This design comes from an exercise in tuning for small area, a short achievable clock period and few clock cycles on the open sky130 flow, not from production work.
Only simulation tests tie the RTL to the original design; equivalence was not proved.
The clock input has no modelled driver; a real chip could not lean on it and would need a root buffer or a full tree.

==> job 6551: inputs <==
==> flow/design.v (excerpt) <==
module LZ77_Encoder(clk,reset,chardata,valid,encode,finish,offset,match_len,char_nxt);
==> module LZ77_Encoder, before the edit <==
module LZ77_Encoder(clk,reset,chardata,valid,encode,finish,offset,match_len,char_nxt);
input               clk;
input               reset;
input       [7:0]   chardata;
output  reg         valid;
output              encode;
output  reg         finish;
output  reg [3:0]   offset;
output  reg [2:0]   match_len;
output      [7:0]   char_nxt;
reg  [7:0] hist [0:8];
reg  [8:0] hv;
reg        eq9;
reg  [8:0] dead;
reg  [2:0] k;
integer j;
assign encode   = 1'b1;
assign char_nxt = hist[1];
wire [8:0] eq;
genvar g;
generate
    for (g = 1; g <= 8; g = g + 1) begin : cmp
        assign eq[g-1] = hv[g] & (hist[0] == hist[g]);
    end
endgenerate
assign eq[8] = eq9;
wire       live = hv[0];
wire [8:0] nm   = ~dead & eq;
wire       emit = (nm == 9'd0) | (k == 3'd7) | ~live;
wire       last = live & (hist[0] == 8'h24);
reg  [3:0] best;
always @(*) begin
    best = 4'd0;
    for (j = 0; j < 9; j = j + 1)
        if (!dead[j]) best = j;
end
wire [2:0] k_inc = {k[2] ^ (k[1] & k[0]), k[1] ^ k[0], ~k[0]};
always @(posedge clk) begin
    hist[0] <= chardata;
    for (j = 1; j <= 8; j = j + 1)
        hist[j] <= hist[j-1];
    eq9       <= hv[8] & (chardata == hist[8]);
    match_len <= k;
    offset    <= (k == 3'd0) ? 4'd0 : best;
    valid     <= ~reset & live & emit & ~finish;
    finish    <= ~reset & (finish | last);
end
reg  [8:0] hs;
always @(*) begin
    for (j = 0; j < 9; j = j + 1)
        hv[j] = (j % 2) ? ~hs[j] : hs[j];
end
always @(posedge clk) begin
    hs[0] <= ~reset;
    for (j = 1; j < 9; j = j + 1)
        if (j % 2) hs[j] <= ~(~reset & hs[j-1]);
        else       hs[j] <= ~(reset | hs[j-1]);
end
always @(posedge clk) begin
    if (emit) begin
        dead <= 9'd0;
        k    <= 3'd0;
    end else begin
        dead <= ~nm;
        k    <= k_inc;
    end
end
endmodule
export LEC_CHECK = 0
export CAP_MARGIN = 20
export CORE_MARGIN = 2
export CORE_UTILIZATION = 50
export PLACE_DENSITY = 0.6
export SLEW_MARGIN = 20
create_clock -name core_clock -period 10.0 [get_ports {clk}]
standard.sh (not shown) runs the stock make flow with config.mk's settings and CLKGATE_MAP_FILE= SYNTH_SCRIPT=/design/flow/synth_recipe.tcl, a recipe that flattens the netlist after the stock synthesis.
==> flow/flow/run.sh <==
#!/bin/bash
# Standard ORFS layout, except: small fast port buffers, a tighter setup repair
# target, and a hand-built one-level clock tree (flow/manual_cts.tcl) in place of TritonCTS.
set -euo pipefail
KNOBS=$(cat flow/knobs.txt)
eval bash standard.sh $KNOBS PRE_CTS_TCL=$PWD/flow/manual_cts.tcl finish > standard_flow.log 2>&1
==> flow/flow/knobs.txt <==
BUFFER_PORTS_ARGS='-buffer_cell sky130_fd_sc_hd__buf_2' MATCH_CELL_FOOTPRINT=0 SETUP_SLACK_MARGIN=7.3 MCTS_NBUF=3 MCTS_BUF=sky130_fd_sc_hd__buf_12
==> flow/flow/manual_cts.tcl <==
set nbuf $::env(MCTS_NBUF)
set bufm $::env(MCTS_BUF)
set block [ord::get_db_block]
set db [ord::get_db]
set master [$db findMaster $bufm]
set clknet [$block findNet clk]
set sinks [$clknet getITerms]
puts "manual_cts: [llength $sinks] clock sinks, $nbuf x $bufm"

set pts {}
foreach it $sinks {
  set bb [[$it getInst] getBBox]
  lappend pts [list [expr {([$bb xMin] + [$bb xMax]) / 2}] [expr {([$bb yMin] + [$bb yMax]) / 2}]]
}

proc mcts_cmp {axis a b} {
  global mcts_pts
  return [expr {[lindex $mcts_pts $a $axis] - [lindex $mcts_pts $b $axis]}]
}

proc mcts_bisect {ids parts} {
  global mcts_pts
  if {$parts == 1} { return [list $ids] }
  set xs [lsort -integer [lmap i $ids {lindex $mcts_pts $i 0}]]
  set ys [lsort -integer [lmap i $ids {lindex $mcts_pts $i 1}]]
  set axis [expr {([lindex $xs end] - [lindex $xs 0]) >= ([lindex $ys end] - [lindex $ys 0]) ? 0 : 1}]
  set sorted [lsort -command [list mcts_cmp $axis] $ids]
  set p1 [expr {$parts / 2}]
  set h [expr {([llength $sorted] * $p1 + $parts / 2) / $parts}]
  return [concat [mcts_bisect [lrange $sorted 0 [expr {$h - 1}]] $p1] \
                 [mcts_bisect [lrange $sorted $h end] [expr {$parts - $p1}]]]
}

set ::mcts_pts $pts
set ids {}
for {set i 0} {$i < [llength $pts]} {incr i} { lappend ids $i }
set groups [mcts_bisect $ids $nbuf]

set c 0
foreach grp $groups {
  set inst [odb::dbInst_create $block $master "mcts_buf_$c"]
  set net [odb::dbNet_create $block "mcts_clk_$c"]
  $net setSigType CLOCK
  [$inst findITerm A] connect $clknet
  [$inst findITerm X] connect $net
  set sx 0; set sy 0
  foreach i $grp {
    set it [lindex $sinks $i]
    $it disconnect
    $it connect $net
    incr sx [lindex $pts $i 0]; incr sy [lindex $pts $i 1]
  }
  set k [llength $grp]
  set x [expr {$sx / $k - [$master getWidth] / 2}]
  set y [expr {$sy / $k - [$master getHeight] / 2}]
  $inst setLocation $x $y
  $inst setPlacementStatus PLACED
  puts "manual_cts: buffer $c at ($x, $y) drives $k sinks"
  incr c
}
$clknet setSigType CLOCK

# TritonCTS is not run.
rename clock_tree_synthesis orig_clock_tree_synthesis
proc clock_tree_synthesis {args} { puts "manual_cts: TritonCTS skipped" }
==> job 1152 (differences from job 6551) <==
==> flow/design.v (replaced) <==
module LZ77_Encoder(clk,reset,chardata,valid,encode,finish,offset,match_len,char_nxt);
input               clk;
input               reset;
input       [7:0]   chardata;
output  reg         valid;
output              encode;
output  reg         finish;
output  reg [3:0]   offset;
output  reg [2:0]   match_len;
output      [7:0]   char_nxt;
reg  [7:0] hist [0:9];
reg  [3:0] age;
reg  [8:0] dead;
reg  [2:0] k;
integer j;
assign encode   = 1'b1;
assign char_nxt = hist[1];
reg  [8:0] hv;
always @(*) begin
    case (age)
        4'd0, 4'd1: hv = 9'b000000000;
        4'd2:       hv = 9'b000000001;
        4'd3:       hv = 9'b000000011;
        4'd4:       hv = 9'b000000111;
        4'd5:       hv = 9'b000001111;
        4'd6:       hv = 9'b000011111;
        4'd7:       hv = 9'b000111111;
        4'd8:       hv = 9'b001111111;
        4'd9:       hv = 9'b011111111;
        default:    hv = 9'b111111111;
    endcase
end
wire [8:0] eq;
genvar g;
generate
    for (g = 1; g <= 9; g = g + 1) begin : cmp
        assign eq[g-1] = hv[g-1] & (hist[0] == hist[g]);
    end
endgenerate
wire [8:0] nm   = ~dead & eq;
wire       emit = (nm == 9'd0) | (k == 3'd7);
wire       live = (age != 4'd0);
wire       last = live & (hist[0] == 8'h24);
reg  [3:0] best;
always @(*) begin
    best = 4'd0;
    for (j = 0; j < 9; j = j + 1)
        if (!dead[j]) best = j;
end
wire [2:0] k_inc = {k[2] ^ (k[1] & k[0]), k[1] ^ k[0], ~k[0]};
wire [3:0] age_inc = (age == 4'd10) ? age :
                     {age[3] ^ (age[2] & age[1] & age[0]), age[2] ^ (age[1] & age[0]),
                      age[1] ^ age[0], ~age[0]};
always @(posedge clk) begin
    hist[0] <= chardata;
    for (j = 1; j <= 9; j = j + 1)
        hist[j] <= hist[j-1];
    match_len <= k;
    offset    <= (k == 3'd0) ? 4'd0 : best;
    valid     <= ~reset & live & emit & ~finish;
    finish    <= ~reset & (finish | last);
end
always @(posedge clk or posedge reset) begin
    if (reset) begin
        age  <= 4'd0;
        dead <= 9'd0;
        k    <= 3'd0;
    end else begin
        age <= age_inc;
        if (emit) begin
            dead <= 9'd0;
            k    <= 3'd0;
        end else begin
            dead <= ~nm;
            k    <= k_inc;
        end
    end
end
endmodule
==> flow/flow/knobs.txt (replaced) <==
BUFFER_PORTS_ARGS='-buffer_cell sky130_fd_sc_hd__buf_2' MATCH_CELL_FOOTPRINT=0 SETUP_SLACK_MARGIN=7.0 MCTS_NBUF=4 MCTS_BUF=sky130_fd_sc_hd__clkbuf_16
--- a/flow/flow/manual_cts.tcl
+++ b/flow/flow/manual_cts.tcl
@@ -18,23 +18,23 @@
   return [expr {[lindex $mcts_pts $a $axis] - [lindex $mcts_pts $b $axis]}]
 }
 
-proc mcts_bisect {ids parts} {
+proc mcts_bisect {ids levels} {
   global mcts_pts
-  if {$parts == 1} { return [list $ids] }
+  if {$levels == 0} { return [list $ids] }
   set xs [lsort -integer [lmap i $ids {lindex $mcts_pts $i 0}]]
   set ys [lsort -integer [lmap i $ids {lindex $mcts_pts $i 1}]]
   set axis [expr {([lindex $xs end] - [lindex $xs 0]) >= ([lindex $ys end] - [lindex $ys 0]) ? 0 : 1}]
   set sorted [lsort -command [list mcts_cmp $axis] $ids]
-  set p1 [expr {$parts / 2}]
-  set h [expr {([llength $sorted] * $p1 + $parts / 2) / $parts}]
-  return [concat [mcts_bisect [lrange $sorted 0 [expr {$h - 1}]] $p1] \
-                 [mcts_bisect [lrange $sorted $h end] [expr {$parts - $p1}]]]
+  set h [expr {[llength $sorted] / 2}]
+  return [concat [mcts_bisect [lrange $sorted 0 [expr {$h - 1}]] [expr {$levels - 1}]] \
+                 [mcts_bisect [lrange $sorted $h end] [expr {$levels - 1}]]]
 }
 
 set ::mcts_pts $pts
 set ids {}
 for {set i 0} {$i < [llength $pts]} {incr i} { lappend ids $i }
-set groups [mcts_bisect $ids $nbuf]
+set levels [expr {int(round(log($nbuf) / log(2)))}]
+set groups [mcts_bisect $ids $levels]
 
 set c 0
 foreach grp $groups {
==> job 5144 (differences from job 6551) <==
==> flow/design.v (replaced) <==
module LZ77_Encoder(clk,reset,chardata,valid,encode,finish,offset,match_len,char_nxt);
input               clk;
input               reset;
input       [7:0]   chardata;
output  reg         valid;
output              encode;
output  reg         finish;
output  reg [3:0]   offset;
output  reg [2:0]   match_len;
output      [7:0]   char_nxt;
reg  [7:0] hist [0:9];
reg  [9:0] hv;
reg  [8:0] mask;
reg  [2:0] k;
integer j;
assign encode   = 1'b1;
assign char_nxt = hist[1];
wire [8:0] eq;
genvar g;
generate
    for (g = 1; g <= 9; g = g + 1) begin : cmp
        assign eq[g-1] = hv[g] & (hist[0] == hist[g]);
    end
endgenerate
wire [8:0] nm   = mask & eq;
wire       emit = hv[0] & ~finish & ((nm == 9'd0) | (k == 3'd7));
reg  [3:0] best;
always @(*) begin
    best = 4'd0;
    for (j = 0; j < 9; j = j + 1)
        if (mask[j]) best = j;
end
always @(posedge clk) begin
    hist[0] <= chardata;
    for (j = 1; j <= 9; j = j + 1)
        hist[j] <= hist[j-1];
    match_len <= k;
    offset    <= (k == 3'd0) ? 4'd0 : best;
end
always @(posedge clk or posedge reset) begin
    if (reset) begin
        hv     <= 10'd0;
        mask   <= 9'h1ff;
        k      <= 3'd0;
        valid  <= 1'b0;
        finish <= 1'b0;
    end else begin
        hv    <= {hv[8:0], 1'b1};
        valid <= emit;
        if (emit) begin
            mask <= 9'h1ff;
            k    <= 3'd0;
            if (hist[0] == 8'h24) finish <= 1'b1;
        end else if (hv[0]) begin
            mask <= nm;
            k    <= k + 3'd1;
        end
    end
end
endmodule
==> flow/flow/run.sh (replaced) <==
#!/bin/bash
# Standard ORFS layout with small, fast port buffers and a tighter setup repair target.
set -euo pipefail
KNOBS=$(cat flow/knobs.txt)
eval bash standard.sh $KNOBS finish > standard_flow.log 2>&1
==> flow/flow/knobs.txt (replaced) <==
BUFFER_PORTS_ARGS='-buffer_cell sky130_fd_sc_hd__buf_2' MATCH_CELL_FOOTPRINT=0 SETUP_SLACK_MARGIN=7.2
- CTS_BUF_LIST: not set -> sky130_fd_sc_hd__clkbuf_16
- CTS_CLUSTER_DIAMETER: not set -> 500
- CTS_CLUSTER_SIZE: not set -> 100
removed: flow/flow/manual_cts.tcl
==> out/results.tsv <==
metric	value	unit
dieArea	0.007256	sq mm
tightest_slew	590.1	ps
status	finished clean	
seq_area	0.002073	sq mm
slew_headroom	60.30	%
finalPower	0.6309	mW
synth.area.top_cells	dfxtp_1 (63%), xnor2_1 (9.6%), xor2_1 (8.8%)	
(the above is from job 6551)
==> out/results.tsv <==
metric	value	unit
status	finished clean	
viasPerCell	4.727	
use_met1	21.08	%
slew_headroom	57.12	%
tightest_slew	642.3	ps
seq_area	0.002182	sq mm
maxSlewViolCount	0	
synth.area.top_cells	dfxtp_1 (49%), dfrtp_1 (11%), xor2_1 (11%)	
synth-seq-cells	105	
rr_endpoint	valid	
dieArea	0.007897	sq mm
(the above is from job 1152)
==> out/results.tsv <==
metric	value	unit
status	finished clean	
tightest_slew	896.1	ps
dieArea	0.008462	sq mm
finalPower	0.8898	mW
slew_headroom	40.20	%
synth.area.top_cells	dfxtp_1 (45%), xnor2_1 (16%), dfrtp_1 (9.7%)	
(the above is from job 5144)
Testbench counts of job 6551, summed over its fixed seeds: cycles 49,224.
Testbench counts of job 1152, summed over its fixed seeds: cycles 49,224.
Testbench counts of job 5144, summed over its fixed seeds: cycles 49,224.
The clock cells of job 6551 and job 1152 come from the design's own scripts or RTL, not from TritonCTS.

port drivers added, routing unchanged:
The flow's constraints put no driver on any port. The routed layouts listed below were extracted and timed again, unchanged, in two steps. Step 1, drivers: a clkbuf_16 drives clk and a buf_2 each remaining input, both assumed. Step 2 moves the port delays by t, midway between the first and last clock arrival at a register: inputs arrive t later, outputs are due t later. That takes back most of the time a late clock gives input paths. Slacks: no drivers / after step 1 / after step 2; pairs: no drivers / after step 1.
run | t, ns | setup slack, ns | worst setup path after step 2 | worst slew at a driven data input, ns
job 6551 | 0.213 | 7.335 / 7.271 / 7.184 | input to register | 0.03
job 1152 | 0.235 | 7.316 / 7.236 / 7.471 | register to output | 0.03
job 5144 | 0.369 | 7.130 / 7.097 / 7.189 | input, reset recovery | 0.03
After both steps setup and hold are still met in every run listed. For job 6551, which loses most, drivers alone change the setup slack by -0.064 ns; drivers and shift together by -0.151 ns. The worst setup slack also covers recovery checks on asynchronous resets.
